Background: an optimization exercise with open tools, aiming at small area. Do not read the settings as production practice.
Function was checked by simulation only, so behaviour that the tests miss may differ from the original.
The clock cells of runs 6 and 7 come from the design's own scripts or RTL, not from TritonCTS.
The flow treats the clock pin as an ideal source. Dropping or thinning the clock tree relies on that and would not hold on a real chip.
Power is estimated from default activity; no workload was simulated.

<file path="design/flow/config.mk">
export PLATFORM = sky130hd
export DESIGN_NAME = uart_bt_8digit
export DESIGN_NICKNAME = uart_bt_8digit
export VERILOG_FILES = /design/flow/design.v
export SDC_FILE = /design/flow/constraint.sdc
export NUM_CORES = 4
export LEC_CHECK = 0
export ABC_AREA = 1
export ABC_CLOCK_PERIOD_IN_PS = 10000
export CAP_MARGIN = 20
export CORE_MARGIN = 2
export CORE_UTILIZATION = 60
export CTS_BUF_LIST = sky130_fd_sc_hd__clkbuf_2 sky130_fd_sc_hd__clkbuf_4
export SLEW_MARGIN = 20
</file>
<file path="design/flow/constraint.sdc">
create_clock -name core_clock -period 10.0 [get_ports {clk}]
set_input_delay 2.0000 -clock core_clock [delete_from_list [all_inputs] [get_ports {clk}]]
set_output_delay 2.0000 -clock core_clock [all_outputs]
set_load 0.01 [all_outputs]
</file>
<file path="design/flow/design.v">
module uart_bt_8digit(
    input  wire       clk,
    input  wire       rst_n,
    input  wire       rx,
    output wire       tx,
    output wire [7:0] seg_dec,
    output wire [3:0] an_dec,
    output wire [7:0] seg_hex,
    output wire [3:0] an_hex,
    output wire [7:0] leds
);
    localparam [9:0] K_T  = 10'b0001011100;
    localparam [9:0] K_P  = 10'b1000101101;
    localparam [9:0] K_Q  = 10'b1001011100;
    localparam [3:0] R_IDLE = 4'b0000, R_RCVD = 4'b0001, R_START = 4'b0010,
                     R_STOP = 4'b0011, R_D0 = 4'b1000, R_D7 = 4'b1111;
    reg [3:0] rph;
    reg [9:0] rtk;
    reg [7:0] rsh;
    reg [7:0] rdat;      
    wire rT    = (rtk == K_T);
    wire ridle = !rph[3] && !rph[1];
    wire rrcvd = (rph == R_RCVD);
    always @(posedge clk or negedge rst_n) begin
        if (!rst_n) rph <= R_IDLE;
        else if (ridle) rph <= rx ? R_IDLE : R_START;
        else if (rT) begin
            case (rph)
                R_START: rph <= R_D0;
                R_STOP:  rph <= R_RCVD;
                R_D7:    rph <= R_STOP;
                default: rph <= rph + 4'd1;
            endcase
        end
    end
    always @(posedge clk) begin
        if (ridle) rtk <= K_P;
        else rtk <= {rtk[8:0], rtk[9] ^ rtk[6] ^ rT};
    end
    always @(posedge clk)
        if (rph[3] && rT) rsh <= {rx, rsh[7:1]};
    always @(posedge clk or negedge rst_n) begin
        if (!rst_n) rdat <= 8'd0;
        else if (rrcvd) rdat <= rsh;
    end
    assign leds = rrcvd ? rsh : rdat;
    localparam [3:0] T_IDLE = 4'b0000, T_PRE = 4'b0001, T_SB = 4'b0010,
                     T_STP = 4'b0011, T_B0 = 4'b1000, T_B7 = 4'b1111;
    reg [3:0] tph;
    reg [9:0] ttk;
    wire tT    = (ttk == K_T);
    wire tidle = (tph == T_IDLE);
    always @(posedge clk or negedge rst_n) begin
        if (!rst_n) tph <= T_IDLE;
        else if (tidle) begin
            if (rrcvd) tph <= T_PRE;
        end else if (tph == T_PRE) tph <= T_SB;
        else if (tT) begin
            case (tph)
                T_SB:    tph <= T_B0;
                T_B7:    tph <= T_STP;
                T_STP:   tph <= T_IDLE;
                default: tph <= tph + 4'd1;
            endcase
        end
    end
    always @(posedge clk) begin
        if (tidle) ttk <= K_Q;
        else ttk <= {ttk[8:0], ttk[9] ^ ttk[6] ^ tT};
    end
    assign tx = tph[3] ? rdat[tph[2:0]] : (tph != T_SB);
    localparam [16:0] K_R  = 17'b10011000011010011;    
    localparam [16:0] K_DT = 17'b01001100001101001;    
    reg [16:0] dcnt;
    reg [1:0]  sel;
    wire dT = (dcnt == K_DT);
    always @(posedge clk or negedge rst_n) begin
        if (!rst_n) begin
            dcnt <= K_R;
            sel  <= 2'd0;
        end else begin
            dcnt <= {dcnt[15:0], dcnt[16] ^ dcnt[13] ^ dT};
            if (dT) sel <= sel + 2'd1;
        end
    end
    wire [3:0] an = ~(4'b0001 << sel);
    assign an_dec = an;
    assign an_hex = an;
    function [3:0] add3;
        input [3:0] x;
        case (x)
            4'd5: add3 = 4'd8;
            4'd6: add3 = 4'd9;
            4'd7: add3 = 4'd10;
            4'd8: add3 = 4'd11;
            4'd9: add3 = 4'd12;
            default: add3 = x;
        endcase
    endfunction
    wire [3:0] c1 = add3({1'b0, rdat[7:5]});
    wire [3:0] c2 = add3({c1[2:0], rdat[4]});
    wire [3:0] c3 = add3({c2[2:0], rdat[3]});
    wire [3:0] c4 = add3({c3[2:0], rdat[2]});
    wire [3:0] c5 = add3({1'b0, c1[3], c2[3], c3[3]});
    wire [3:0] c6 = add3({c4[2:0], rdat[1]});
    wire [3:0] c7 = add3({c5[2:0], c4[3]});
    wire [9:0] bcd = {c5[3], c7, c6, rdat[0]};
    wire [3:0] hnib = sel[1] ? 4'd0 : (sel[0] ? leds[7:4] : leds[3:0]);
    wire [3:0] dnib = sel[1] ? (sel[0] ? 4'd0 : {2'b00, bcd[9:8]})
                             : (sel[0] ? bcd[7:4] : bcd[3:0]);
    function [7:0] seg7;
        input [3:0] d;
        case (d)
            4'h0: seg7 = 8'b1100_0000;
            4'h1: seg7 = 8'b1111_1001;
            4'h2: seg7 = 8'b1010_0100;
            4'h3: seg7 = 8'b1011_0000;
            4'h4: seg7 = 8'b1001_1001;
            4'h5: seg7 = 8'b1001_0010;
            4'h6: seg7 = 8'b1000_0010;
            4'h7: seg7 = 8'b1111_1000;
            4'h8: seg7 = 8'b1000_0000;
            4'h9: seg7 = 8'b1001_0000;
            4'hA: seg7 = 8'b1000_1000;
            4'hB: seg7 = 8'b1000_0011;
            4'hC: seg7 = 8'b1100_0110;
            4'hD: seg7 = 8'b1010_0001;
            4'hE: seg7 = 8'b1000_0110;
            default: seg7 = 8'b1000_1110;
        endcase
    endfunction
    assign seg_hex = seg7(hnib);
    assign seg_dec = seg7(dnib);
endmodule
</file>
<file path="design/flow/run.sh">
#!/bin/bash
# synth_recipe.tcl (not shown) runs the flow's synth.tcl, then flattens the netlist and writes it again
# the make line also repeats each setting of config.mk as NAME=value (left out here)
make -C /OpenROAD-flow-scripts/flow DESIGN_CONFIG=/design/flow/config.mk WORK_HOME=/design/flow/orfs CLKGATE_MAP_FILE= SYNTH_SCRIPT=/design/flow/synth_recipe.tcl finish
</file>
==> results of run 1 <==
## flip-flops by register name, summed over array words and instances, names as in the netlist
register	count
sel	2
tph	4
rsh	8
rph	4
ttk	10
dcnt	17
rtk	10
rdat	8
## cell usage after synthesis, types with 11 or more instances
cell type	instances	share of area (%)
nand2_2	12	2.0
nor2_1	35	3.6
inv_1	64	6.5
a21oi_1	20	2.7
ha_1	23	7.8
nand4_1	11	1.9
dfrtp_1	27	18
inv_2	12	1.2
dfxtp_1	20	11
nand3_1	28	3.8
nand2_1	88	9.0
o21ai_0	25	3.4
## power by group
part	internal [mW]	switching [mW]	total, mW
registers	0.307	0.0354	0.342
logic	0.124	0.180	0.304
clock network	0.0782	0.0893	0.167
## cells by family after synthesis
| kind of cell | after synthesis |
|---|---|
| multiplexers | 2 |
| other | 1 |
| AND/OR/NAND/NOR | 215 |
| buffers and inverters | 88 |
| adder cells (fa/ha/maj) | 23 |
| XOR/XNOR | 5 |
| flip-flops | 63 |
| AO/OA/AOI/OAI | 62 |
## critical path, cell delays in order (launching register included)
cell and delay [ns]:
dfrtp_1 0.42, inv_1 0.08, ha_1 0.18, nand2_1 0.22
inv_2 0.12, o21ai_0 0.27, nor2_1 0.07, nor3_1 0.55
inv_1 0.19, ha_1 0.33, nand2_1 0.07, nand2_1 0.06
a21oi_1 0.11, or2_1 0.11, clkdlybuf4s50_1 0.53
## worst paths after layout
check / to
worst max-delay path: seg_hex[3]
worst min-delay path: dcnt[7]$_DFF_PN1_
worst max register to register: rsh[5]$_DFFE_PP_
worst min register to register: dcnt[7]$_DFF_PN1_
max in group asynchronous: dcnt[1]$_DFF_PN1_
min in group asynchronous: dcnt[9]$_DFF_PN0_
## cells in the final DEF, fill, tap and decap left out, types with 20 or more instances in the layout
cell type	instances
dfxtp_1	20
nand3_1	28
dfrtp_1	27
inv_1	64
a21oi_1	20
nor2_1	35
nand2_1	88
o21ai_0	25
ha_1	23
clkdlybuf4s50_1	33
## layer usage
| metal | track usage (%) | up-vias | wire (um) |
|---|---|---|---|
| li1 | - | 1543 | - |
| met1 | 28.7 | 1421 | 3170 |
| met2 | 39.8 | 66 | 3540 |
| met3 | 5.22 | 10 | 333 |
| met4 | 8.83 | 0 | 117 |
| met5 | 0 | - | 0 |
## final cells by class
class	count	area share, %
clock buffer	10	1.80
clock inverter	6	1.50
multi-input combinational	309	43.0
tap	75	2.24
timing repair buffer	34	8.08
inverter	76	6.82
sequential	63	36.5
## stage by stage
stage | hold WS, ns | util (%) | cells | area (um2)
4_1_cts | 0.376 | 70.6 | 573 | 4180
2_1_floorplan | 0.347 | - | 460 | 3690
5_1_grt | 0.363 | 70.6 | 573 | 4180
6_report | 0.374 | 70.6 | 573 | 4180
3_5_place_dp | 0.359 | 68.3 | 557 | 4040
3_3_place_gp | 0.355 | 68.3 | 557 | 4040
==> reports/results.ini, run 1 <==
[worst_setup_path]
crit_path_start=rph[1]$_DFFE_PN0P_
end_kind=output port
rr_startpoint=rtk[5]$_SDFF_PP1_
startpoint_type=register
worstSetupPathType=reg2out
arrival_ns=3.70
crit_required_ns=8.00
cp_max_fo=9
regToRegSetupSlack_ns=7.89
reg2regPathDepth=5

[global_route]
gr-usage-all-layers_pct=23.3
antenna_found_initial=0
grt_first_pass_wirelength_um=12000
grt_pass1_vias=2793
globalRoute.totalOverflow=0
grt_max_degree=36

[layout]
fillers=477
final_net_count=519
multi_input_area_um2=1800
antenna_cells=0
regArea_um2=1530
drive_above_1_share_pct=15.3
syn2layout_area_growth_pct=13.4

[yosys]
synth-main-ff-cell=dfrtp_1
synth_fa_ha_area_share_pct=7.80
synth-edff-count=8
synthXorXnorAreaFrac_pct=1.19
synth_cell_types=45
synth_simple_gate_area_share_pct=29.4
async_flop_share_pct=55.6
ys_warn_count=1
synth_area_um2=3690
synth-seq-cells=63
synthCells=459
ys_seq_area_share_pct=41.4
synth_compound_area_share_pct=9.64
synth_top_family_by_area=simple AND/OR/NAND/NOR gates
synth_area_per_cell_um2=8.03
synth.area.mux_share_pct=0.577

[floorplan]
rows=28
start_util_pct=62.3
coreArea_um2=5920
dieWidth_um=82.4
io-pin-count=36
dieArea_um2=6790
die_h_um=82.4

[sta]
layout_setup_ws_ns=4.30
tightest_slew_ns=0.647
slew_headroom_pct=56.6
setup_viol=0
setup-tns-final_ns=0
final_hold_viol_count=0
fmax_ghz=0.175
period_share_pct=57.0
period_minus_slack_ns=5.70
rsz0062_at_grt=no
slew_viol_final=0
finalClockSkew_ns=0.0177

[routing]
drt-initial-drc-count=187
vias=3040
viasPerCell=5.31
first_pass_iters=5
wirelength_um=7160
routedWlPerCell_um=12.5
final_antenna_net_count=0
drc=0

[cts]
cts_hold_buf=0
cts_tree=yes
htree_levels=3
ctsResizeCount=0
numCtsBuffers=9
post_cts_buffers=0
insertion_delay_ns=0.40
clk_pin_slew_ns=0.11
clock_path_buffers=2
cts_sinks=63
root_buffer=clkbuf_4

[place]
place_ws_ns=4.75
place_congestion=0.870
port_buffers=33
hpwl_um=5540

[power]
pwr_density_cell_nw_per_um2=195
leakage_nw=2.10
vdd_ir_drop_max_v=0.000160
finalPower_mw=0.814

[min_path]
hold_path.class=reg2reg
worstHoldStart=dcnt[6]$_DFF_PN1_
whs_path_depth=0

[outcome]
outcome=timing/DRC/antenna clean

[flow_run]
maxCapViolCount=0

==> run 2, diff against run 1 <==
==> design/flow/flow/run.sh (new file) <==
#!/bin/bash
# Own layout flow: the standard flow (standard.sh) with
#  - synthesis: no half/full-adder extraction, ABC mapping with an area script
#  - port buffers of the smallest buffer cell (buf_1)
# Each tool's output is in orfs/logs/; make's own output goes to flow_make.log.
set -euo pipefail
WORK=$(pwd)
export AREA_ABC_SCRIPT=$WORK/flow/area.abc
export FLOW_SYNTH_TCL=$WORK/synth_recipe.tcl
export ADDER_MAP_FILE=
export BUFFER_PORTS_ARGS="-buffer_cell sky130_fd_sc_hd__buf_1"
sed "s|SYNTH_SCRIPT=[^ ]*|SYNTH_SCRIPT=$WORK/flow/synth_area.tcl|" standard.sh > own_standard.sh
grep -q "SYNTH_SCRIPT=$WORK/flow/synth_area.tcl" own_standard.sh
bash own_standard.sh finish > flow_make.log 2>&1
==> design/flow/flow/area.abc (new file) <==
strash
&get -n
&deepsyn -T 20
&put
strash
dch -f
map -a
topo
==> design/flow/flow/synth_area.tcl (new file) <==
# The standard synthesis (synth_recipe.tcl), with ABC's technology mapping
# run on an area-oriented script (flow/area.abc) and without a delay target.
proc abc {args} {
  set i [lsearch -exact $args -script]
  if { $i >= 0 } { lset args [expr {$i + 1}] $::env(AREA_ABC_SCRIPT) }
  set j [lsearch -exact $args -D]
  if { $j >= 0 } { set args [lreplace $args $j [expr {$j + 1}]] }
  yosys abc {*}$args
}
source $::env(FLOW_SYNTH_TCL)
==> design/flow/standard.sh (new file) <==
#!/bin/bash
# synth_recipe.tcl (not shown) runs the flow's synth.tcl, then flattens the netlist and writes it again
# the make line also repeats each setting of config.mk as NAME=value (left out here)
make -C /OpenROAD-flow-scripts/flow DESIGN_CONFIG=/design/flow/config.mk WORK_HOME=/design/flow/orfs CLKGATE_MAP_FILE= SYNTH_SCRIPT=/design/flow/synth_recipe.tcl "${@:-finish}"
==> design/flow/config.mk (replaced) <==
export PLATFORM = sky130hd
export DESIGN_NAME = uart_bt_8digit
export DESIGN_NICKNAME = uart_bt_8digit
export VERILOG_FILES = /design/flow/design.v
export SDC_FILE = /design/flow/constraint.sdc
export NUM_CORES = 4
export LEC_CHECK = 0
export CAP_MARGIN = 20
export CORE_MARGIN = 2
export CORE_UTILIZATION = 40
export SLEW_MARGIN = 20
removed: design/flow/run.sh
==> run 2 against run 1 <==
Compared with the run above: die area grew 14%; synthesized cell count fell by 26%; combinational power shrank 53%; non-clock buffer count stayed put; maximum frequency decreased by 13%; hold slack worse by 0.0083 ns; clock skew fell by 0.011 ns; final area shrank 24%; worst setup slack worse by 0.84 ns; first-iteration DRC count fell by 2.1%; core utilization decreased by 24 points; critical path type unchanged; largest cell class is now flip-flops and latches.
==> reports/results.ini, run 2 <==
[layout]
multi_input_area_um2=1030  ; -43%
stdcell_area_um2=3180  ; -24%
final_common_cell=clkinv_1
regArea_um2=1530  ; unchanged
syn2layout_area_growth_pct=13.0
fillers=668  ; +40%
fin_cells=480  ; -16%
final_cell_mix=60 x clkinv_1, 50 x nor2_1, 50 x nand2_1
largest_reg_flops=17  ; unchanged
antenna_cells=0  ; unchanged
final_net_count=382  ; -26%
largest_registers=dcnt: 17 flops, rtk: 10 flops, ttk: 10 flops
utilization_pct=46.9  ; -24 points
drive_above_1_share_pct=8.07  ; -7.2 points
top_register=dcnt

[cts]
numCtsBuffers=9  ; unchanged
insertion_delay_ns=0.32  ; -0.08 ns
cts_tree=yes
cts_hold_buf=0  ; unchanged
clock_path_buffers=2  ; unchanged
post_cts_buffers=0  ; unchanged
root_buffer=clkbuf_8
clk_pin_slew_ns=0.07  ; -0.04 ns
cts_sinks=63  ; unchanged
ctsResizeCount=0  ; unchanged
htree_levels=3  ; unchanged

[global_route]
grt_first_pass_wirelength_um=9710  ; -19%
grt_max_degree=36  ; unchanged
gr-usage-all-layers_pct=16.2  ; -7.1 points
globalRoute.totalOverflow=0  ; unchanged
antenna_found_initial=0  ; unchanged
grt_pass1_vias=2195  ; -21%

[yosys]
synth.most_common_cell=clkinv_1
synth-edff-count=8  ; unchanged
ys_top_cells_by_count=58 x clkinv_1, 50 x nand2_1, 50 x nor2_1
synth_area_um2=2820  ; -24%
yosys-top-cells-area=dfrtp_1 24%, dfxtp_1 14%, edfxtp_1 8.5%, clkinv_1 7.7%, dfstp_2 7.5%
ys_seq_area_share_pct=54.2  ; +13 points
synth_area_per_cell_um2=8.31  ; +3.5%
async_flop_share_pct=55.6  ; unchanged
synth_top_area_cell=dfrtp_1
synthCells=339  ; -26%
synth-main-ff-cell=dfrtp_1
synth_top_cell_area_share_pct=24.0  ; +5.7 points
ys_warn_count=1  ; unchanged
synth_cell_types=27  ; -40%
synth-seq-cells=63  ; unchanged

[min_path]
worstHoldStart=dcnt[12]$_DFF_PN1_
hold_path.class=reg2reg
whs_path_depth=0  ; unchanged

[place]
dpl-instance-area_um2=3030  ; -25%
placedCellCount=464  ; -17%
port_buffers=33  ; unchanged
place_congestion=0.933  ; +7.3%
place_ws_ns=3.86  ; -0.885 ns
hpwl_um=4120  ; -26%

[routing]
final_antenna_net_count=0  ; unchanged
drt-initial-drc-count=183  ; -2.1%
routedWlPerCell_um=11.5  ; -7.9%
first_pass_iters=4  ; -1
wirelength_um=5520  ; -23%
viasPerCell=4.73  ; -11%
vias=2272  ; -25%
drc=0  ; unchanged

[sta]
period_share_pct=65.4  ; +8.4 points
layout_setup_ws_ns=3.46  ; -0.843 ns
period_minus_slack_ns=6.54  ; +0.843 ns
final_hold_viol_count=0  ; unchanged
finalClockSkew_ns=0.00695  ; -0.0107 ns
rsz0062_at_grt=no
setup-tns-final_ns=0  ; unchanged
holdWs_ns=0.366  ; -0.00826 ns
setup_viol=0  ; unchanged
tightest_slew_ns=0.843  ; +0.196 ns
slew_headroom_pct=43.8  ; -13 points
slew_viol_final=0  ; unchanged
fmax_ghz=0.153  ; -13%

[floorplan]
dieArea_um2=7730  ; +14%
rows=30  ; +7.1%
dieWidth_um=87.9  ; +6.7%
io-pin-count=36  ; unchanged
coreArea_um2=6790  ; +15%
start_util_pct=41.5  ; -21 points
die_h_um=87.9  ; +6.7%

[worst_setup_path]
cp_max_fo=6  ; -3
rr_startpoint=rph[3]$_DFFE_PN0P_
reg2regPathDepth=9  ; +4
cp_slowest_cell=o21ai_0
worstSetupPathType=reg2out
startpoint_type=register
crit_path_start=rdat[7]$_DFF_PN0_
cp_common_cell=nand2_1
end_kind=output port
max_stage_delay_ns=0.46  ; -0.09 ns
arrival_ns=4.54  ; +0.84 ns
crit_required_ns=8.00  ; about the same

[power]
vdd_ir_drop_max_v=0.000150  ; -5.9%
pwr_density_cell_nw_per_um2=210  ; +7.8%
finalPower_mw=0.668  ; -18%
leakage_nw=1.32  ; -37%

[flow_run]
maxCapViolCount=0  ; unchanged

[outcome]
outcome=timing/DRC/antenna clean

[run 2: changes by cell type after synthesis, sizes merged, moves of 23 or more]
cell    previous run  this run
clkinv             0        58
nand3             37        12
inv               76         0
nand2            104        50
ha                23         0
[run 2: routing by layer]
metal,wire length (um),GRT usage (%),vias up
met5,0,0,-
met4,72,6.85,0
met3,273,3.86,6
met2,2410,24.2,41
met1,2770,22.6,1027
li1,-,-,1198
[run 2: logic make-up (layout without fill, tap and decap cells)]
logic type / count (synthesis) / after routing / share of synthesized area [%]
compound gates: 70 / 70 / 14.1
buf+inv: 64 / 108 / 9.32
flops: 63 / 63 / 54.2
xor+xnor: 8 / 8 / 2.49
simple gates: 133 / 133 / 19.8
other cells: 1 / 2 / 0.133
[run 2: final cells by class]
cell class,count,share of cell area [%]
Clock buffer,10,4.01
Clock inverter,6,0.864
Inverter,58,6.84
Multi-Input combinational cell,213,32.4
Sequential cell,63,47.9
Tap cell,96,3.77
Timing Repair Buffer,34,4.17
[run 2: path summary, 6_finish.rpt]
kind,to,slack (ns)
max,seg_dec[6],3.46
min,dcnt[13]$_DFF_PN1_,0.37
max reg2reg,tph[3]$_DFFE_PN0P_,7.28
min reg2reg,dcnt[13]$_DFF_PN1_,0.37
max in group asynchronous,tph[0]$_DFFE_PN0P_,7.69
min in group asynchronous,dcnt[10]$_DFF_PN0_,1.77
[run 2: worst max-delay path, delay by kind of cell, from the launching register on]
kind	cells	cell delay, ns
simple gates	15	1.48
xor+xnor	2	0.31
compound gates	7	1.56
flops	1	0.38
buf+inv	4	0.47
[run 2: power breakdown]
| part | internal [mW] | leakage, nW | switching [mW] |
|---|---|---|---|
| sequential | 0.315 | 0.686 | 0.0348 |
| combinational | 0.0583 | 0.547 | 0.0844 |
| clock | 0.0864 | 0.0847 | 0.0891 |
==> run 3, diff against run 2 <==
--- a/design/flow/config.mk
+++ b/design/flow/config.mk
@@ -8,4 +8,7 @@
 export CAP_MARGIN = 20
 export CORE_MARGIN = 2
-export CORE_UTILIZATION = 40
+export CORE_UTILIZATION = 60
+export CTS_BUF_LIST = sky130_fd_sc_hd__clkbuf_2 sky130_fd_sc_hd__clkbuf_4
+export CTS_CLUSTER_DIAMETER = 80
+export CTS_CLUSTER_SIZE = 40
 export SLEW_MARGIN = 20
==> run 3 against run 2 <==
Compared with the run above: maximum frequency fell by 1.3%; still clean; register-to-register slack improved by 0.04 ns; synthesized cell count did not move; largest cell class unchanged; critical endpoint unchanged; highest routed layer unchanged.
==> reports/results.ini, run 3 <==
[worst_setup_path]
end_kind=output port
cp_max_fo=6  ; unchanged
arrival_ns=4.63  ; +0.09 ns
cp.buffers_inverters=4  ; unchanged
startpoint_type=register
worstSetupPathType=reg2out
crit_required_ns=8.00  ; about the same
max_stage_delay_ns=0.44  ; -0.02 ns
cp_top_family=compound AO/OA/AOI/OAI gates
cp_slowest_cell=o21ai_0
cp_common_cell=nand2_1

[layout]
final_net_count=382  ; unchanged
drive_above_1_share_pct=8.59  ; +0.52 points
largest_reg_flops=17  ; unchanged
top_register=dcnt
final_cell_mix=59 x clkinv_1, 50 x nor2_1, 50 x nand2_1
utilization_pct=69.4  ; +23 points
final_common_cell=clkinv_1
antenna_cells=0  ; unchanged
largest_registers=dcnt: 17 flops, rtk: 10 flops, ttk: 10 flops
fin_cells=436  ; -9.2%
syn2layout_area_growth_pct=9.50

[floorplan]
start_util_pct=63.4  ; +22 points
dieWidth_um=72.5  ; -18%
dieArea_um2=5260  ; -32%
io-pin-count=36  ; unchanged
coreArea_um2=4440  ; -35%
rows=24  ; -20%
die_h_um=72.5  ; -18%

[power]
p_comb_share_pct=22.3  ; +0.9 points
leakage_nw=1.30  ; -1.6%
seqPwrFrac_pct=55.2  ; +2.8 points
power.switching_mw=0.208  ; -0.23%
pwr_density_cell_nw_per_um2=205  ; -2.2%
power.internal_mw=0.426  ; -7.4%
clkPwrFrac_pct=22.5  ; -3.8 points
finalPower_mw=0.633  ; -5.2%
swShare_pct=32.8  ; +1.6 points
vdd_ir_drop_max_v=0.000153  ; +2.0%

[yosys]
async_flop_share_pct=55.6  ; unchanged
synth_area_per_cell_um2=8.31  ; unchanged
ys_warn_count=1  ; unchanged
ys_top_cells_by_count=58 x clkinv_1, 50 x nand2_1, 50 x nor2_1
yosys-top-cells-area=dfrtp_1 24%, dfxtp_1 14%, edfxtp_1 8.5%, clkinv_1 7.7%, dfstp_2 7.5%
synth_area_um2=2820  ; unchanged
synth_top_area_cell=dfrtp_1
synth_top_cell_area_share_pct=24.0  ; unchanged
ys_seq_area_share_pct=54.2  ; unchanged
synth-seq-cells=63  ; unchanged
synth-main-ff-cell=dfrtp_1
synth_cell_types=27  ; unchanged
synth-edff-count=8  ; unchanged
synthCells=339  ; unchanged
synth.most_common_cell=clkinv_1

[routing]
final_antenna_net_count=0  ; unchanged
drt-initial-drc-count=112  ; -39%
vias=2344  ; +3.2%
drc=0  ; unchanged
viasPerCell=5.38  ; +14%
wirelength_um=5390  ; -2.4%
routedWlPerCell_um=12.4  ; +7.4%
first_pass_iters=5  ; +1

[cts]
cts_sinks=63  ; unchanged
numCtsBuffers=9  ; unchanged
clk_pin_slew_ns=0.10  ; +0.03 ns
cts_tree=yes
htree_levels=3  ; unchanged
post_cts_buffers=0  ; unchanged
ctsResizeCount=0  ; unchanged
cts_hold_buf=0  ; unchanged
root_buffer=clkbuf_4
insertion_delay_ns=0.39  ; +0.07 ns
clock_path_buffers=2  ; unchanged

[flow_run]
maxCapViolCount=0  ; unchanged

[sta]
rsz0062_at_grt=no
final_hold_viol_count=0  ; unchanged
tightest_slew_ns=0.850  ; +0.00701 ns
slew_viol_final=0  ; unchanged
setup_viol=0  ; unchanged
period_share_pct=66.3  ; +0.85 points
slew_headroom_pct=43.3  ; -0.47 points
finalClockSkew_ns=0.0159  ; +0.00898 ns
holdWs_ns=0.369  ; +0.00310 ns
period_minus_slack_ns=6.63  ; +0.0854 ns
setup-tns-final_ns=0  ; unchanged
fmax_ghz=0.151  ; -1.3%

[global_route]
globalRoute.totalOverflow=0  ; unchanged
grt_pass1_vias=2184  ; -0.50%
antenna_found_initial=0  ; unchanged
gr-usage-all-layers_pct=23.0  ; +6.8 points
grt_first_pass_wirelength_um=9320  ; -4.0%
grt_max_degree=36  ; unchanged

[place]
hpwl_um=3970  ; -3.7%
port_buffers=33  ; unchanged
placedCellCount=420  ; -9.5%
place_congestion=0.934  ; about the same

[min_path]
hold_path.class=reg2reg

[outcome]
outcome=timing/DRC/antenna clean

run 3: worst register-to-register path, cell delays in order, from the launching register on:
cell and delay, ns:
dfrtp_1 0.44, nor2_1 0.51, clkinv_1 0.29, nor3_1 0.19
buf_4 0.23, o21ai_0 0.20, nor3_1 0.25, clkinv_1 0.14
o21ai_0 0.15, o311ai_0 0.14
run 3: final cells by class:
cell class	count	area [um2]
fill	407	1360
tap	52	65.1
timing repair buffer	34	133
clock buffer	10	75.1
clock inverter	6	36.3
sequential	63	1530
multi-input combinational	213	1030
inverter	58	218
run 3: cells by family after synthesis:
family | after synthesis | synth area share, %
compound gates | 70 | 14.1
xor+xnor | 8 | 2.49
buf+inv | 64 | 9.32
flops | 63 | 54.2
other cells | 1 | 0.133
simple gates | 133 | 19.8
run 3: worst paths after layout:
path	start	endpoint	slack [ns]	depth (start not counted)
worst max-delay path	rdat[7]$_DFF_PN0_	seg_dec[6]	3.37	28
min in group asynchronous	rst_n	tph[2]$_DFFE_PN0P_	1.69	1
worst min register to register	dcnt[6]$_DFF_PN1_	dcnt[7]$_DFF_PN1_	0.37	0
worst min-delay path	dcnt[6]$_DFF_PN1_	dcnt[7]$_DFF_PN1_	0.37	0
worst max register to register	rph[3]$_DFFE_PN0P_	tph[3]$_DFFE_PN0P_	7.32	9
max in group asynchronous	rst_n	rph[1]$_DFFE_PN0P_	7.76	1
run 3: stage by stage:
step | area (um2) | worst slack [ns]
finish | 3090 | 3.37
global route | 3090 | 2.60
CTS | 3090 | 3.42
detailed placement | 2970 | 3.90
global placement | 2970 | 4.06
floorplan | 2820 | 4.38
run 3: routing by layer:
layer,vias to the layer above,global-route usage [%],share of wire (%)
met3,8,5.83,5.9
met5,-,0,0
met2,79,36.5,47
li1,1192,-,-
met1,1065,30.4,46
met4,0,9.47,1.1
run 3: power groups by stage:
| stage | Sequential [mW] | Clock (mW) | Combinational (mW) |
|---|---|---|---|
| after floorplan | 0.347 | 0 | 0.115 |
| after global placement | 0.354 | 0 | 0.140 |
| after detailed placement | 0.355 | 0 | 0.143 |
| after CTS | 0.350 | 0.146 | 0.144 |
| after global routing | 0.356 | 0.155 | 0.166 |
| final | 0.350 | 0.142 | 0.141 |
==> run 4, diff against run 3 <==
--- a/design/flow/design.v
+++ b/design/flow/design.v
@@ -13,8 +13,10 @@
     localparam [9:0] K_P  = 10'b1000101101;
     localparam [9:0] K_Q  = 10'b1001011100;
+    localparam [9:0] POL  = 10'b0101010101;
     localparam [3:0] R_IDLE = 4'b0000, R_RCVD = 4'b0001, R_START = 4'b0010,
                      R_STOP = 4'b0011, R_D0 = 4'b1000, R_D7 = 4'b1111;
     reg [3:0] rph;
-    reg [9:0] rtk;
+    reg [9:0] rtz;
+    wire [9:0] rtk = rtz ^ POL;
     reg [7:0] rsh;
     reg [7:0] rdat;      
@@ -35,6 +37,6 @@
     end
     always @(posedge clk) begin
-        if (ridle) rtk <= K_P;
-        else rtk <= {rtk[8:0], rtk[9] ^ rtk[6] ^ rT};
+        if (ridle) rtz <= K_P ^ POL;
+        else rtz <= {rtk[8:0], rtk[9] ^ rtk[6] ^ rT} ^ POL;
     end
     always @(posedge clk)
@@ -48,5 +50,6 @@
                      T_STP = 4'b0011, T_B0 = 4'b1000, T_B7 = 4'b1111;
     reg [3:0] tph;
-    reg [9:0] ttk;
+    reg [9:0] ttz;
+    wire [9:0] ttk = ttz ^ POL;
     wire tT    = (ttk == K_T);
     wire tidle = (tph == T_IDLE);
@@ -66,6 +69,6 @@
     end
     always @(posedge clk) begin
-        if (tidle) ttk <= K_Q;
-        else ttk <= {ttk[8:0], ttk[9] ^ ttk[6] ^ tT};
+        if (tidle) ttz <= K_Q ^ POL;
+        else ttz <= {ttk[8:0], ttk[9] ^ ttk[6] ^ tT} ^ POL;
     end
     assign tx = tph[3] ? rdat[tph[2:0]] : (tph != T_SB);
--- a/design/flow/config.mk
+++ b/design/flow/config.mk
@@ -9,6 +9,6 @@
 export CORE_MARGIN = 2
 export CORE_UTILIZATION = 60
-export CTS_BUF_LIST = sky130_fd_sc_hd__clkbuf_2 sky130_fd_sc_hd__clkbuf_4
-export CTS_CLUSTER_DIAMETER = 80
-export CTS_CLUSTER_SIZE = 40
+export CTS_BUF_LIST = sky130_fd_sc_hd__clkbuf_16
+export CTS_CLUSTER_DIAMETER = 300
+export CTS_CLUSTER_SIZE = 64
 export SLEW_MARGIN = 20
==> run 4 against run 3 <==
Compared with the run above: still clean on timing, DRC and antenna; register-to-register slack improved by 0.83 ns; sequential power is 26% lower; area after synthesis up 0.44%; die area is 0.41% higher; clock power rose by 96%; hold slack got worse by 0.0013 ns; critical endpoint is now seg_dec[5]; largest cell class unchanged; largest power group is now the clock network.
==> reports/results.ini, run 4 <==
[layout]
final_cell_mix=76 x nor2_1, 53 x nand2_1, 50 x clkinv_1
antenna_cells=0  ; unchanged
top_register=dcnt
syn2layout_area_growth_pct=15.1
drive_above_1_share_pct=5.97  ; -2.6 points
final_common_cell=nor2_1
largest_registers=dcnt: 17 flops, rtz: 10 flops, ttz: 10 flops
final_net_count=383  ; +0.26%
largest_reg_flops=17  ; unchanged
utilization_pct=73.3  ; +3.9 points
stdcell_area_um2=3260  ; +5.6%

[power]
seqPwrFrac_pct=47.9  ; -7.3 points
pwr_density_cell_nw_per_um2=166  ; -19%
leakage_nw=1.42  ; +9.9%
vdd_ir_drop_max_v=0.000144  ; -6.2%
power.switching_mw=0.103  ; -51%
clkPwrFrac_pct=51.5  ; +29 points
power.internal_mw=0.437  ; +2.6%
p_comb_share_pct=0.6  ; -22 points
swShare_pct=19.0  ; -14 points

[yosys]
async_flop_share_pct=55.6  ; unchanged
ys_top_cells_by_count=76 x nor2_1, 53 x nand2_1, 47 x clkinv_1
synth_area_per_cell_um2=8.30  ; -0.15%
synth_area_um2=2830  ; +0.44%
ys_seq_area_share_pct=53.9  ; -0.24 points
yosys-top-cells-area=dfrtp_1 24%, dfxtp_1 14%, nor2_1 10%, edfxtp_1 8.5%, dfstp_2 7.4%
synth_compound_area_share_pct=12.6  ; -1.5 points
synth_simple_gate_area_share_pct=23.5  ; +3.8 points
synth_top_cell_area_share_pct=23.9  ; -0.11 points
synth-main-ff-cell=dfrtp_1
synth_top_area_cell=dfrtp_1
synth_fa_ha_area_share_pct=0  ; unchanged
synth_top_family_by_area=simple AND/OR/NAND/NOR gates
synth_cell_types=34  ; +26%
synth.area.mux_share_pct=0.398  ; +0.40 points
synth.most_common_cell=nor2_1
ys_warn_count=1  ; unchanged
synth-edff-count=8  ; unchanged
synthXorXnorAreaFrac_pct=1.55  ; -0.94 points
synth-seq-cells=63  ; unchanged
synthCells=341  ; +0.59%

[floorplan]
dieWidth_um=72.7  ; +0.21%
io-pin-count=36  ; unchanged
die_h_um=72.7  ; +0.21%
start_util_pct=63.7  ; +0.28 points
dieArea_um2=5280  ; +0.41%
rows=24  ; unchanged
coreArea_um2=4440  ; unchanged

[routing]
viasPerCell=5.51  ; +2.4%
wirelength_um=5950  ; +10%
vias=2406  ; +2.6%
drt-initial-drc-count=140  ; +25%
routedWlPerCell_um=13.6  ; +10%
first_pass_iters=4  ; -1
drc=0  ; unchanged
final_antenna_net_count=0  ; unchanged

[worst_setup_path]
worstSetupPathType=reg2out
end_kind=output port
r2r-end=tph[0]$_DFFE_PN0P_
rr_startpoint=tph[3]$_DFFE_PN0P_
cp_slowest_cell=dfrtp_1
startpoint_type=register
max_stage_delay_ns=0.41  ; -0.03 ns
cp_common_cell=nor2_1
reg2regPathDepth=7  ; -2
cp.buffers_inverters=8  ; +4
cp_max_fo=4  ; -2
crit_required_ns=8.00  ; about the same
arrival_ns=3.70  ; -0.93 ns
cp_top_family=simple AND/OR/NAND/NOR gates
regToRegSetupSlack_ns=8.15  ; +0.83 ns

[min_path]
worstHoldStart=dcnt[12]$_DFF_PN1_
hold_path.class=reg2reg
whs_path_depth=0  ; unchanged
hold_end=dcnt[13]$_DFF_PN1_

[sta]
final_hold_viol_count=0  ; unchanged
finalClockSkew_ns=0.00538  ; -0.0105 ns
slew_viol_final=0  ; unchanged
tightest_slew_ns=0.827  ; -0.0234 ns
setup_viol=0  ; unchanged
period_share_pct=57.0  ; -9.3 points
period_minus_slack_ns=5.70  ; -0.932 ns
slew_headroom_pct=44.9  ; +1.6 points
fmax_ghz=0.176  ; +16%
rsz0062_at_grt=no
setup-tns-final_ns=0  ; unchanged

[global_route]
grt_first_pass_wirelength_um=10200  ; +9.0%
grt_pass1_vias=2205  ; +0.96%
gr-usage-all-layers_pct=25.7  ; +2.6 points
antenna_found_initial=0  ; unchanged
globalRoute.totalOverflow=0  ; unchanged
grt_max_degree=36  ; unchanged

[cts]
ctsResizeCount=0  ; unchanged
clk_pin_slew_ns=0.05  ; -0.05 ns
numCtsBuffers=9  ; unchanged
insertion_delay_ns=0.33  ; -0.06 ns
clock_path_buffers=2  ; unchanged
cts_sinks=63  ; unchanged
htree_levels=3  ; unchanged
post_cts_buffers=0  ; unchanged
cts_tree=yes
root_buffer=clkbuf_16
cts_hold_buf=0  ; unchanged

[outcome]
outcome=timing/DRC/antenna clean

[place]
place_congestion=0.904  ; -3.2%
dpl-instance-area_um2=2980  ; +0.17%
hpwl_um=4270  ; +7.6%
port_buffers=33  ; unchanged

[flow_run]
maxCapViolCount=0  ; unchanged

[run 4: cell types whose count changed in the layout (fill, tap and decap cells not counted), sizes merged, moves of 3 or more]
cell    delta
o211ai     +4
a22oi      -4
xor2       -3
nor2      +26
o21ai     -15
nand2      +3
nand4      +5
clkinv    -11
nor4       -3
a21oi      -5
or2        -6
[run 4: worst max path at each step]
stage,from,endpoint,slack [ns],depth (start not counted)
final,rdat[6]$_DFF_PN0_,seg_dec[5],4.30,25
after floorplan,rph[3]$_DFFE_PN0P_,seg_hex[3],5.18,15
after CTS,rdat[6]$_DFF_PN0_,seg_dec[5],4.33,25
after global placement,rdat[6]$_DFF_PN0_,seg_dec[5],4.70,25
after global routing,rdat[6]$_DFF_PN0_,seg_dec[5],3.81,25
after detailed placement,rdat[6]$_DFF_PN0_,seg_dec[5],4.69,25
[run 4: layer usage]
metal	part of all wire, %	routed length (um)	GRT usage, %
met5	0	0	0
met4	1.2	70	11.7
met3	4.4	262	5.52
met2	50	2980	41.5
met1	44	2630	33.2
[run 4: cell type report]
| type | count | area, um2 |
|---|---|---|
| Sequential cell | 63 | 1530 |
| Fill cell | 339 | 1190 |
| Multi-Input combinational cell | 226 | 1090 |
| Clock buffer | 10 | 250 |
| Inverter | 47 | 176 |
| Timing Repair Buffer | 33 | 125 |
| Tap cell | 52 | 65.1 |
| Clock inverter | 6 | 27.5 |
[run 4: power by group through the flow]
| stage | clock [mW] | sequential (mW) | combinational [mW] |
|---|---|---|---|
| after floorplan | 0 | 0.263 | 0.000906 |
| after global placement | 0 | 0.263 | 0.00349 |
| after detailed placement | 0 | 0.263 | 0.00346 |
| after CTS | 0.282 | 0.258 | 0.00346 |
| after global routing | 0.293 | 0.258 | 0.00404 |
| final | 0.278 | 0.258 | 0.00320 |
[run 4: cells by family (layout without fill, tap and decap cells)]
| family | count (synthesis) | in the layout |
|---|---|---|
| AO/OA/AOI/OAI | 58 | 58 |
| multiplexers | 1 | 1 |
| AND/OR/NAND/NOR | 160 | 160 |
| XOR/XNOR | 5 | 5 |
| flip-flops | 63 | 63 |
| other | 1 | 2 |
| buffers and inverters | 53 | 96 |
[run 4: per-stage QoR]
step | instances | hold WS [ns] | power (mW) | worst slack (ns)
final | 437 | 0.368 | 0.539 | 4.30
after global routing | 437 | 0.371 | 0.555 | 3.81
after CTS | 437 | 0.369 | 0.544 | 4.33
after detailed placement | 421 | 0.358 | 0.266 | 4.69
after global placement | 421 | 0.357 | 0.266 | 4.70
after floorplan | 342 | 0.345 | 0.264 | 5.18
==> run 5, diff against run 4 <==
--- a/design/flow/config.mk
+++ b/design/flow/config.mk
@@ -9,5 +9,5 @@
 export CORE_MARGIN = 2
 export CORE_UTILIZATION = 60
-export CTS_BUF_LIST = sky130_fd_sc_hd__clkbuf_16
+export CTS_BUF_LIST = sky130_fd_sc_hd__clkbuf_8
 export CTS_CLUSTER_DIAMETER = 300
 export CTS_CLUSTER_SIZE = 64
==> run 5 against run 4 <==
Compared with the run above: count of clock-buffer cells in the layout increased by 2; cell count unchanged; global-route usage decreased by 0.99 points; clock skew increased by 0.0024 ns; hold slack improved by 0.0031 ns; register-to-register slack improved by 0.02 ns; critical path depth unchanged; sequential power about the same; maximum frequency increased by 0.41%; worst setup slack improved by 0.023 ns; largest power group is now registers.
==> reports/results.ini, run 5 <==
[worst_setup_path]
r2r-end=tph[0]$_DFFE_PN0P_
regToRegSetupSlack_ns=8.17  ; +0.02 ns
arrival_ns=3.67  ; -0.03 ns
cp_slowest_cell=dfrtp_1
rr_startpoint=tph[3]$_DFFE_PN0P_
cp_common_cell=nor2_1
worstSetupPathType=reg2out
end_kind=output port
startpoint_type=register
reg2regPathDepth=7  ; unchanged
crit_required_ns=8.00  ; about the same
max_stage_delay_ns=0.41  ; about the same
cp_max_fo=4  ; unchanged

[layout]
syn2layout_area_growth_pct=12.7
final_common_cell=nor2_1
fin_cells=437  ; unchanged
largest_reg_flops=17  ; unchanged
stdcell_area_um2=3190  ; -2.0%
largest_registers=dcnt: 17 flops, rtz: 10 flops, ttz: 10 flops
final_net_count=383  ; unchanged
fillers=357  ; +5.3%
final_cell_mix=76 x nor2_1, 53 x nand2_1, 47 x clkinv_1
top_register=dcnt
drive_above_1_share_pct=6.75  ; +0.78 points
antenna_cells=0  ; unchanged

[cts]
cts_sinks=63  ; unchanged
clock_path_buffers=2  ; unchanged
insertion_delay_ns=0.32  ; about the same
cts_hold_buf=0  ; unchanged
ctsResizeCount=0  ; unchanged
post_cts_buffers=0  ; unchanged
cts_tree=yes
clk_pin_slew_ns=0.06  ; about the same
root_buffer=clkbuf_8
htree_levels=3  ; unchanged
numCtsBuffers=9  ; unchanged

[sta]
period_minus_slack_ns=5.67  ; -0.0230 ns
final_hold_viol_count=0  ; unchanged
slew_headroom_pct=42.9  ; -2.0 points
finalClockSkew_ns=0.00780  ; +0.00242 ns
fmax_ghz=0.176  ; +0.41%
setup-tns-final_ns=0  ; unchanged
layout_setup_ws_ns=4.33  ; +0.0230 ns
rsz0062_at_grt=no
tightest_slew_ns=0.856  ; +0.0296 ns
slew_viol_final=0  ; unchanged
setup_viol=0  ; unchanged
period_share_pct=56.7  ; -0.23 points

[routing]
met1_length_um=2670  ; +1.4%
final_antenna_net_count=0  ; unchanged
routedWlPerCell_um=13.0  ; -4.8%
wirelength_um=5660  ; -4.8%
highest_layer=met4
drt-initial-drc-count=159  ; +14%
viasPerCell=5.41  ; -1.7%
vias=2364  ; -1.7%
route.met3.wl_um=192  ; -27%
wl_met2_um=2730  ; -8.5%
drc=0  ; unchanged
first_pass_iters=4  ; unchanged

[outcome]
outcome=timing/DRC/antenna clean

[place]
port_buffers=33  ; unchanged
place_ws_ns=4.69  ; unchanged
hpwl_um=4270  ; unchanged
dpl-instance-area_um2=2980  ; unchanged
placedCellCount=421  ; unchanged
place_congestion=0.904  ; unchanged

[yosys]
synth-main-ff-cell=dfrtp_1
synthXorXnorAreaFrac_pct=1.55  ; unchanged
ys_top_cells_by_count=76 x nor2_1, 53 x nand2_1, 47 x clkinv_1
synth-edff-count=8  ; unchanged
synth.area.mux_share_pct=0.398  ; unchanged
synth-seq-cells=63  ; unchanged
synth_simple_gate_area_share_pct=23.5  ; unchanged
synth_area_per_cell_um2=8.30  ; unchanged
ys_seq_area_share_pct=53.9  ; unchanged
ys_warn_count=1  ; unchanged
synth_area_um2=2830  ; unchanged
synth_cell_types=34  ; unchanged
async_flop_share_pct=55.6  ; unchanged
synth_fa_ha_area_share_pct=0  ; unchanged
synth.most_common_cell=nor2_1
synth_compound_area_share_pct=12.6  ; unchanged
synth_top_cell_area_share_pct=23.9  ; unchanged
synth_top_area_cell=dfrtp_1
synth_top_family_by_area=simple AND/OR/NAND/NOR gates
yosys-top-cells-area=dfrtp_1 24%, dfxtp_1 14%, nor2_1 10%, edfxtp_1 8.5%, dfstp_2 7.4%
synthCells=341  ; unchanged

[global_route]
antenna_found_initial=0  ; unchanged
grt_pass1_vias=2186  ; -0.86%
gr-usage-all-layers_pct=24.7  ; -0.99 points
grt_first_pass_wirelength_um=9870  ; -2.8%
globalRoute.totalOverflow=0  ; unchanged
grt_max_degree=36  ; unchanged

[floorplan]
dieArea_um2=5280  ; unchanged
start_util_pct=63.7  ; unchanged
coreArea_um2=4440  ; unchanged
rows=24  ; unchanged
io-pin-count=36  ; unchanged
dieWidth_um=72.7  ; unchanged
die_h_um=72.7  ; unchanged

[min_path]
hold_end=dcnt[13]$_DFF_PN1_
hold_path.class=reg2reg
worstHoldStart=dcnt[12]$_DFF_PN1_
whs_path_depth=0  ; unchanged

[flow_run]
maxCapViolCount=0  ; unchanged

[power]
pwr_density_cell_nw_per_um2=151  ; -8.6%
leakage_nw=1.40  ; -1.9%
vdd_ir_drop_max_v=0.000138  ; -4.2%

[run 5: cell counts after synthesis]
No cell type changed its count.
[run 5: power breakdown]
part | switching (mW) | total [mW] | internal, mW
clock network | 0.0877 | 0.222 | 0.134
registers | 0 | 0.258 | 0.258
logic | 0.00308 | 0.00329 | 0.000216
[run 5: how the worst max path moves through the flow]
| stage | startpoint | to | slack [ns] | cells past startpoint |
|---|---|---|---|---|
| 6_report | rdat[6]$_DFF_PN0_ | seg_dec[6] | 4.33 | 25 |
| 5_1_grt | rdat[6]$_DFF_PN0_ | seg_dec[5] | 3.79 | 25 |
| 4_1_cts | rdat[6]$_DFF_PN0_ | seg_dec[5] | 4.31 | 25 |
| 3_5_place_dp | rdat[6]$_DFF_PN0_ | seg_dec[5] | 4.69 | 25 |
| 3_3_place_gp | rdat[6]$_DFF_PN0_ | seg_dec[5] | 4.70 | 25 |
| 2_1_floorplan | rph[3]$_DFFE_PN0P_ | seg_hex[3] | 5.18 | 15 |
[run 5: cell type report]
type	instances	area [um2]	area share, %
inverter	47	176	5.53
multi-input combinational	226	1090	34.0
clock buffer	12	165	5.18
sequential	63	1530	47.8
timing repair buffer	33	125	3.92
clock inverter	4	46.3	1.45
tap	52	65.1	2.04
[run 5: logic make-up (layout without fill, tap and decap cells)]
kind of cell,Yosys count,count (layout)
compound gates,58,58
xor+xnor,5,5
buf+inv,53,96
flops,63,63
mux,1,1
other cells,1,2
simple gates,160,160
[run 5: through the flow]
step / hold WS (ns) / utilization [%] / power, mW
detailed placement: 0.358 / 67.0 / 0.266
global route: 0.373 / 71.8 / 0.500
finish: 0.371 / 71.8 / 0.483
CTS: 0.371 / 71.8 / 0.489
floorplan: 0.345 / - / 0.264
global placement: 0.357 / 67.0 / 0.266
[run 5: per-layer routing]
metal | vias up | GRT usage [%]
met2 | 54 | 39.9
met4 | 0 | 9.88
met5 | - | 0
met3 | 7 | 4.97
met1 | 1084 | 32.8
li1 | 1219 | -
[run 5: critical path: cells and delay by family (launching register included)]
kind | cells | cell delay [ns]
DFF | 1 | 0.41
AOI/OAI and AO/OA | 6 | 0.80
and+or+nand+nor | 11 | 1.17
buffers and inverters | 8 | 0.98
==> run 6, diff against run 5 <==
==> design/flow/flow/run.sh (replaced) <==
#!/bin/bash
# Own layout flow: the standard flow (standard.sh) with
#  - synthesis: no half/full-adder extraction, ABC mapping with an area
#    script (flow/area.abc, via flow/synth_area.tcl)
#  - port buffers of the smallest buffer cell (buf_1)
#  - clock tree: CLKBUF_COUNT buffers on the clock port, each driving a group
#    of nearby flip-flops (flow/cts_pre.tcl), instead of an H-tree
# Each tool's output is in orfs/logs/; make's own output goes to flow_make.log.
set -euo pipefail
WORK=$(pwd)
export AREA_ABC_SCRIPT=$WORK/flow/area.abc
export FLOW_SYNTH_TCL=$WORK/synth_recipe.tcl
export ADDER_MAP_FILE=
export BUFFER_PORTS_ARGS="-buffer_cell sky130_fd_sc_hd__buf_1"
export PRE_CTS_TCL=$WORK/flow/cts_pre.tcl
export CLKBUF_CELL=sky130_fd_sc_hd__clkbuf_16
export CLKBUF_COUNT=2
sed "s|SYNTH_SCRIPT=[^ ]*|SYNTH_SCRIPT=$WORK/flow/synth_area.tcl|" standard.sh > own_standard.sh
grep -q "SYNTH_SCRIPT=$WORK/flow/synth_area.tcl" own_standard.sh
bash own_standard.sh finish > flow_make.log 2>&1
==> design/flow/flow/cts_pre.tcl (new file) <==
# PRE_CTS_TCL hook: the clock port drives CLKBUF_COUNT clock buffers
# (CLKBUF_CELL) directly; each drives the flip-flop clock pins of one group
# of nearby flip-flops (k-means on the placed positions). The H-tree that
# clock_tree_synthesis would build is skipped.
set block [ord::get_db_block]
set master [[ord::get_db] findMaster $::env(CLKBUF_CELL)]
set k $::env(CLKBUF_COUNT)
set clknet [[$block findBTerm clk] getNet]
set sinks {}
foreach it [$clknet getITerms] {
  set box [[$it getInst] getBBox]
  lappend sinks [list $it [expr {([$box xMin] + [$box xMax]) / 2.0}] [expr {([$box yMin] + [$box yMax]) / 2.0}]]
}
set n [llength $sinks]
# initial centres: sinks spread along x
set sorted [lsort -real -index 1 $sinks]
set cx {}; set cy {}
for {set j 0} {$j < $k} {incr j} {
  set s [lindex $sorted [expr {int(($j + 0.5) * $n / $k)}]]
  lappend cx [lindex $s 1]; lappend cy [lindex $s 2]
}
# balanced k-means: each group takes at most ceil(n/k) sinks
set cap [expr {($n + $k - 1) / $k}]
for {set iter 0} {$iter < 30} {incr iter} {
  set pairs {}
  foreach s $sinks {
    for {set j 0} {$j < $k} {incr j} {
      set d [expr {abs([lindex $s 1] - [lindex $cx $j]) + abs([lindex $s 2] - [lindex $cy $j])}]
      lappend pairs [list $d [lindex $s 0] $j [lindex $s 1] [lindex $s 2]]
    }
  }
  set pairs [lsort -real -index 0 $pairs]
  array unset grp; array unset cnt
  for {set j 0} {$j < $k} {incr j} { set cnt($j) 0; set sxs($j) 0.0; set sys($j) 0.0 }
  foreach p $pairs {
    lassign $p d it j x y
    if {[info exists grp($it)] || $cnt($j) >= $cap} continue
    set grp($it) $j; incr cnt($j)
    set sxs($j) [expr {$sxs($j) + $x}]; set sys($j) [expr {$sys($j) + $y}]
  }
  set cx {}; set cy {}
  for {set j 0} {$j < $k} {incr j} {
    lappend cx [expr {$sxs($j) / max(1, $cnt($j))}]; lappend cy [expr {$sys($j) / max(1, $cnt($j))}]
  }
}
for {set j 0} {$j < $k} {incr j} {
  set inst($j) [odb::dbInst_create $block $master clkbuf_root_$j]
  set net($j) [odb::dbNet_create $block clk_root_$j]
  $net($j) setSigType CLOCK
  [$inst($j) findITerm A] connect $clknet
  [$inst($j) findITerm X] connect $net($j)
  $inst($j) setLocation [expr {int([lindex $cx $j])}] [expr {int([lindex $cy $j])}]
  $inst($j) setPlacementStatus PLACED
}
foreach s $sinks {
  set it [lindex $s 0]
  $it disconnect
  $it connect $net($grp($it))
}
puts "PRE_CTS_TCL: $k clock buffers ($::env(CLKBUF_CELL)) drive $n clock sinks"
proc clock_tree_synthesis {args} { puts "clock_tree_synthesis skipped: clock buffers inserted by PRE_CTS_TCL" }
--- a/design/flow/config.mk
+++ b/design/flow/config.mk
@@ -9,6 +9,3 @@
 export CORE_MARGIN = 2
 export CORE_UTILIZATION = 60
-export CTS_BUF_LIST = sky130_fd_sc_hd__clkbuf_8
-export CTS_CLUSTER_DIAMETER = 300
-export CTS_CLUSTER_SIZE = 64
 export SLEW_MARGIN = 20
==> run 6 against run 5 <==
Compared with the run above: largest power group unchanged; maximum frequency rose by 2.3%; register-to-register slack barely moved; via count fell by 3.8%; still clean on timing, DRC and antenna; global-route usage fell by 2.7 points; hold slack improved by 0.0031 ns; final area fell by 5.1%; worst setup slack improved by 0.13 ns.
==> reports/results.ini, run 6 <==
[cts]
clk_pin_slew_ns=0.11  ; +0.05 ns
post_cts_buffers=0  ; unchanged
cts_hold_buf=0  ; unchanged
ctsResizeCount=0  ; unchanged
insertion_delay_ns=0.17  ; -0.15 ns

[yosys]
synth_top_cell_area_share_pct=23.9  ; unchanged
ys_seq_area_share_pct=53.9  ; unchanged
synth-seq-cells=63  ; unchanged
synth_cell_types=34  ; unchanged
synth-main-ff-cell=dfrtp_1
synth_area_per_cell_um2=8.30  ; unchanged
synth-edff-count=8  ; unchanged
async_flop_share_pct=55.6  ; unchanged
synth_area_um2=2830  ; unchanged
synth.most_common_cell=nor2_1
ys_top_cells_by_count=76 x nor2_1, 53 x nand2_1, 47 x clkinv_1
yosys-top-cells-area=dfrtp_1 24%, dfxtp_1 14%, nor2_1 10%, edfxtp_1 8.5%, dfstp_2 7.4%
synthCells=341  ; unchanged
synth_top_area_cell=dfrtp_1
ys_warn_count=1  ; unchanged

[worst_setup_path]
r2r-end=tph[0]$_DFFE_PN0P_
reg2regPathDepth=7  ; unchanged
cp_slowest_cell=dfrtp_1
crit_path_start=rdat[6]$_DFF_PN0_
cp.buffers_inverters=8  ; unchanged
regToRegSetupSlack_ns=8.17  ; about the same
worst-path-stages=25  ; unchanged
crit_required_ns=8.00  ; about the same
end_kind=output port
cp_top_family=simple AND/OR/NAND/NOR gates
crit_end=seg_dec[5]
rr_startpoint=tph[3]$_DFFE_PN0P_
startpoint_type=register
cp_max_fo=4  ; unchanged
worstSetupPathType=reg2out
max_stage_delay_ns=0.43  ; +0.02 ns
arrival_ns=3.55  ; -0.12 ns
cp_common_cell=nor2_1

[power]
finalPower_mw=0.356  ; -26%
leakage_nw=1.31  ; -6.5%
pwr_density_cell_nw_per_um2=117  ; -22%
vdd_ir_drop_max_v=0.000167  ; +21%

[sta]
period_minus_slack_ns=5.55  ; -0.130 ns
period_share_pct=55.5  ; -1.3 points
holdWs_ns=0.374  ; +0.00307 ns
tightest_slew_ns=0.846  ; -0.0104 ns
finalClockSkew_ns=0.00924  ; +0.00143 ns
setup_viol=0  ; unchanged
setup-tns-final_ns=0  ; unchanged
slew_headroom_pct=43.6  ; +0.69 points
fmax_ghz=0.180  ; +2.3%
slew_viol_final=0  ; unchanged
rsz0062_at_grt=no
final_hold_viol_count=0  ; unchanged

[floorplan]
dieWidth_um=72.7  ; unchanged
die_h_um=72.7  ; unchanged
start_util_pct=63.7  ; unchanged
io-pin-count=36  ; unchanged
dieArea_um2=5280  ; unchanged
rows=24  ; unchanged
coreArea_um2=4440  ; unchanged

[place]
place_congestion=0.904  ; unchanged
hpwl_um=4270  ; unchanged
port_buffers=33  ; unchanged

[layout]
drive_above_1_share_pct=3.77  ; -3.0 points
largest_registers=dcnt: 17 flops, rtz: 10 flops, ttz: 10 flops
antenna_cells=0  ; unchanged
final_net_count=376  ; -1.8%
final_common_cell=nor2_1
final_cell_mix=76 x nor2_1, 53 x nand2_1, 47 x clkinv_1
syn2layout_area_growth_pct=7.03
largest_reg_flops=17  ; unchanged
top_register=dcnt

[routing]
final_antenna_net_count=0  ; unchanged
viasPerCell=5.37  ; -0.67%
first_pass_iters=4  ; unchanged
wirelength_um=5400  ; -4.5%
routedWlPerCell_um=12.8  ; -1.4%
vias=2273  ; -3.8%
drc=0  ; unchanged
drt-initial-drc-count=117  ; -26%

[global_route]
grt_pass1_vias=2118  ; -3.1%
globalRoute.totalOverflow=0  ; unchanged
gr-usage-all-layers_pct=22.0  ; -2.7 points
antenna_found_initial=0  ; unchanged
grt_first_pass_wirelength_um=9500  ; -3.7%
grt_max_degree=36  ; unchanged

[flow_run]
maxCapViolCount=0  ; unchanged

[min_path]
hold_path.class=reg2reg

[outcome]
outcome=timing/DRC/antenna clean

[run 6: logic make-up (layout without fill, tap and decap cells)]
logic type / count (synthesis) / after routing / share of synthesized area [%]
AND/OR/NAND/NOR: 160 / 160 / 23.5
flip-flops: 63 / 63 / 53.9
AO/OA/AOI/OAI: 58 / 58 / 12.6
buffers and inverters: 53 / 82 / 7.82
XOR/XNOR: 5 / 5 / 1.55
other: 1 / 2 / 0.132
multiplexers: 1 / 1 / 0.398
[run 6: worst reg2reg max path: cells and delay by family (launching register included)]
family                 cells  cell delay [ns]
buffers and inverters      3             0.47
and+or+nand+nor            3             0.63
DFF                        1             0.44
AOI/OAI and AO/OA          1             0.23
[run 6: power by group]
group	switching (mW)	internal, mW
clock network	0.0576	0.0372
registers	0	0.258
logic	0.00304	0.000217
total	0.0607	0.295
[run 6: through the flow]
step	setup WS [ns]	utilization [%]	cells	area, um2
finish	4.45	68.2	423	3030
global placement	4.70	67.0	421	2980
detailed placement	4.69	67.0	421	2980
floorplan	5.18	-	342	2830
CTS	4.67	68.2	423	3030
global route	3.93	68.2	423	3030
[run 6: cell type report]
class	count	area (um2)
Sequential cell	63	1530
Fill cell	382	1420
Multi-Input combinational cell	226	1090
Inverter	47	176
Timing Repair Buffer	33	125
Tap cell	52	65.1
Buffer	2	50.0
[run 6: worst min path at each step]
stage                             startpoint                  to  slack (ns)  cells past startpoint
after CTS                  dcnt[6]$_DFF_PN1_   dcnt[7]$_DFF_PN1_        0.36                      0
final                      dcnt[6]$_DFF_PN1_   dcnt[7]$_DFF_PN1_        0.37                      0
after global placement     dcnt[9]$_DFF_PN0_  dcnt[10]$_DFF_PN0_        0.36                      0
after global routing      dcnt[12]$_DFF_PN1_  dcnt[13]$_DFF_PN1_        0.38                      0
after detailed placement  dcnt[12]$_DFF_PN1_  dcnt[13]$_DFF_PN1_        0.36                      0
after floorplan            dcnt[9]$_DFF_PN0_  dcnt[10]$_DFF_PN0_        0.35                      0
[run 6: metal layers]
metal | up-vias | share of wire [%] | track usage [%]
li1 | 1194 | - | -
met5 | - | 0 | 0
met1 | 1045 | 48 | 32.0
met3 | 2 | 2.3 | 0.829
met2 | 32 | 49 | 38.4
met4 | 0 | 0.63 | 2.47
==> run 7, diff against run 6 <==
--- a/design/flow/flow/run.sh
+++ b/design/flow/flow/run.sh
@@ -14,6 +14,6 @@
 export BUFFER_PORTS_ARGS="-buffer_cell sky130_fd_sc_hd__buf_1"
 export PRE_CTS_TCL=$WORK/flow/cts_pre.tcl
-export CLKBUF_CELL=sky130_fd_sc_hd__clkbuf_16
-export CLKBUF_COUNT=2
+export CLKBUF_CELL=sky130_fd_sc_hd__clkbuf_8
+export CLKBUF_COUNT=3
 sed "s|SYNTH_SCRIPT=[^ ]*|SYNTH_SCRIPT=$WORK/flow/synth_area.tcl|" standard.sh > own_standard.sh
 grep -q "SYNTH_SCRIPT=$WORK/flow/synth_area.tcl" own_standard.sh
==> run 7 against run 6 <==
Compared with the run above: still clean; sequential power about the same; global-route usage grew 0.059 points; hold slack barely moved; clock power decreased by 8.9%; core utilization shrank 0.20 points; maximum frequency up 0.41%; largest power group unchanged.
==> reports/results.ini, run 7 <==
[outcome]
outcome=timing/DRC/antenna clean

[yosys]
synth_cell_types=34  ; unchanged
ys_warn_count=1  ; unchanged
synth-main-ff-cell=dfrtp_1
synth-seq-cells=63  ; unchanged
ys_top_cells_by_count=76 x nor2_1, 53 x nand2_1, 47 x clkinv_1
synth-edff-count=8  ; unchanged
ys_seq_area_share_pct=53.9  ; unchanged
synth_top_area_cell=dfrtp_1
async_flop_share_pct=55.6  ; unchanged
synthCells=341  ; unchanged
yosys-top-cells-area=dfrtp_1 24%, dfxtp_1 14%, nor2_1 10%, edfxtp_1 8.5%, dfstp_2 7.4%
synth.most_common_cell=nor2_1
synth_top_cell_area_share_pct=23.9  ; unchanged
synth_area_per_cell_um2=8.30  ; unchanged
synth_area_um2=2830  ; unchanged

[global_route]
grt_max_degree=36  ; unchanged
gr-usage-all-layers_pct=22.1  ; +0.059 points
grt_first_pass_wirelength_um=9540  ; +0.43%
grt_pass1_vias=2145  ; +1.3%
globalRoute.totalOverflow=0  ; unchanged
antenna_found_initial=0  ; unchanged

[place]
dpl-instance-area_um2=2980  ; unchanged
place_congestion=0.904  ; unchanged
place_ws_ns=4.69  ; unchanged
placedCellCount=421  ; unchanged
hpwl_um=4270  ; unchanged
port_buffers=33  ; unchanged

[min_path]
worstHoldStart=dcnt[6]$_DFF_PN1_
hold_path.class=reg2reg

[layout]
largest_reg_flops=17  ; unchanged
final_net_count=377  ; +0.27%
top_register=dcnt
largest_registers=dcnt: 17 flops, rtz: 10 flops, ttz: 10 flops
stdcell_area_um2=3020  ; -0.29%
final_cell_mix=76 x nor2_1, 53 x nand2_1, 47 x clkinv_1
drive_above_1_share_pct=4.03  ; +0.26 points
fin_cells=424  ; +0.24%
utilization_pct=68.0  ; -0.20 points
antenna_cells=0  ; unchanged
syn2layout_area_growth_pct=6.72
fillers=380  ; -0.52%
final_common_cell=nor2_1

[worst_setup_path]
crit_required_ns=8.00  ; about the same
max_stage_delay_ns=0.43  ; about the same
crit_end=seg_dec[6]
cp.buffers_inverters=8  ; unchanged
cp_max_fo=4  ; unchanged
rr_startpoint=rtz[6]$_SDFF_PP1_
worst-path-stages=25  ; unchanged
r2r-end=rsh[5]$_DFFE_PP_
end_kind=output port
reg2regPathDepth=3  ; -4
worstSetupPathType=reg2out
cp_common_cell=nor2_1
arrival_ns=3.52  ; -0.03 ns
crit_path_start=rdat[6]$_DFF_PN0_
startpoint_type=register
regToRegSetupSlack_ns=8.15  ; -0.02 ns
cp_slowest_cell=dfrtp_1
cp_top_family=simple AND/OR/NAND/NOR gates

[cts]
clk_pin_slew_ns=0.12  ; about the same
cts_hold_buf=0  ; unchanged
insertion_delay_ns=0.17  ; about the same
ctsResizeCount=0  ; unchanged
post_cts_buffers=0  ; unchanged

[sta]
slew_viol_final=0  ; unchanged
fmax_ghz=0.181  ; +0.41%
layout_setup_ws_ns=4.48  ; +0.0227 ns
tightest_slew_ns=0.873  ; +0.0278 ns
rsz0062_at_grt=no
period_minus_slack_ns=5.52  ; -0.0227 ns
setup_viol=0  ; unchanged
period_share_pct=55.2  ; -0.23 points
holdWs_ns=0.374  ; +0.000184 ns
setup-tns-final_ns=0  ; unchanged
finalClockSkew_ns=0.0155  ; +0.00628 ns
slew_headroom_pct=41.8  ; -1.9 points
final_hold_viol_count=0  ; unchanged

[floorplan]
io-pin-count=36  ; unchanged
coreArea_um2=4440  ; unchanged
dieWidth_um=72.7  ; unchanged
rows=24  ; unchanged
start_util_pct=63.7  ; unchanged
dieArea_um2=5280  ; unchanged
die_h_um=72.7  ; unchanged

[power]
pwr_density_cell_nw_per_um2=115  ; -2.0%
leakage_nw=1.30  ; -0.24%
finalPower_mw=0.347  ; -2.3%
vdd_ir_drop_max_v=0.000140  ; -16%

[routing]
vias=2308  ; +1.5%
first_pass_iters=5  ; +1
wirelength_um=5440  ; +0.68%
drt-initial-drc-count=123  ; +5.1%
routedWlPerCell_um=12.8  ; +0.45%
drc=0  ; unchanged
final_antenna_net_count=0  ; unchanged
viasPerCell=5.44  ; +1.3%

[flow_run]
maxCapViolCount=0  ; unchanged

-- run 7: where the power goes --
group	switching, mW	internal, mW	leakage, nW
Clock	0.0583	0.0281	0.0216
Sequential	0	0.258	0.690
Combinational	0.00312	0.000216	0.592
Total	0.0614	0.286	1.30
-- run 7: worst min-delay path by stage --
stage | depth (start not counted) | slack (ns) | endpoint
floorplan | 0 | 0.35 | dcnt[10]$_DFF_PN0_
global placement | 0 | 0.36 | dcnt[10]$_DFF_PN0_
detailed placement | 0 | 0.36 | dcnt[13]$_DFF_PN1_
CTS | 0 | 0.36 | dcnt[7]$_DFF_PN1_
global route | 0 | 0.38 | dcnt[13]$_DFF_PN1_
finish | 0 | 0.37 | dcnt[7]$_DFF_PN1_
-- run 7: area by class of cell --
class	instances	area (um2)	share of cell area [%]
multi-input combinational	226	1090	36.0
tap	52	65.1	2.15
inverter	47	176	5.84
timing repair buffer	33	125	4.14
buffer	3	41.3	1.37
sequential	63	1530	50.5
-- run 7: cell families after synthesis --
logic type | after synthesis | share of synthesized area (%)
simple gates | 160 | 23.5
flops | 63 | 53.9
compound gates | 58 | 12.6
buf+inv | 53 | 7.82
xor+xnor | 5 | 1.55
mux | 1 | 0.398
other cells | 1 | 0.132
-- run 7: metal layers --
layer | track usage [%] | share of wire [%] | vias up
met5 | 0 | 0 | -
met4 | 3.09 | 1.4 | 0
met3 | 0.967 | 4.1 | 6
met2 | 38.8 | 48 | 52
met1 | 31.4 | 46 | 1051
li1 | - | - | 1199

## separate check: timing with driven ports
How much do the figures lean on ideal ports? The routed layouts below were timed once more, with nothing changed but the port constraints. Step 1: set_driving_cell puts a clkbuf_16 on clk and a buf_2 on each other input, an assumption about the parent block. Step 2 times the ports against the registers' clock, not the clock port: input delays grow and output delays shrink by t, the midpoint of the rising clock arrivals with the driver on. Slacks: no drivers / after step 1 / after step 2; pairs: no drivers / after step 1.
run	t (ns)	slack for setup (ns)	latest minus earliest clock arrival (ns)	worst data-port slew with drivers (ns)	pins driven straight from the clock port
run 1	0.423	4.298 / 4.269 / 4.692	0.019 / 0.018	0.03	1
run 2	0.347	3.455 / 3.427 / 3.775	0.007 / 0.007	0.03	1
run 3	0.407	3.370 / 3.348 / 3.755	0.016 / 0.016	0.03	1
run 4	0.356	4.302 / 4.268 / 4.624	0.007 / 0.006	0.03	1
run 5	0.348	4.325 / 4.296 / 4.645	0.009 / 0.009	0.03	1
run 6	0.207	4.455 / 4.413 / 4.619	0.009 / 0.009	0.03	2
run 7	0.211	4.477 / 4.430 / 4.641	0.015 / 0.016	0.03	3
After both steps every run listed still meets setup and hold.
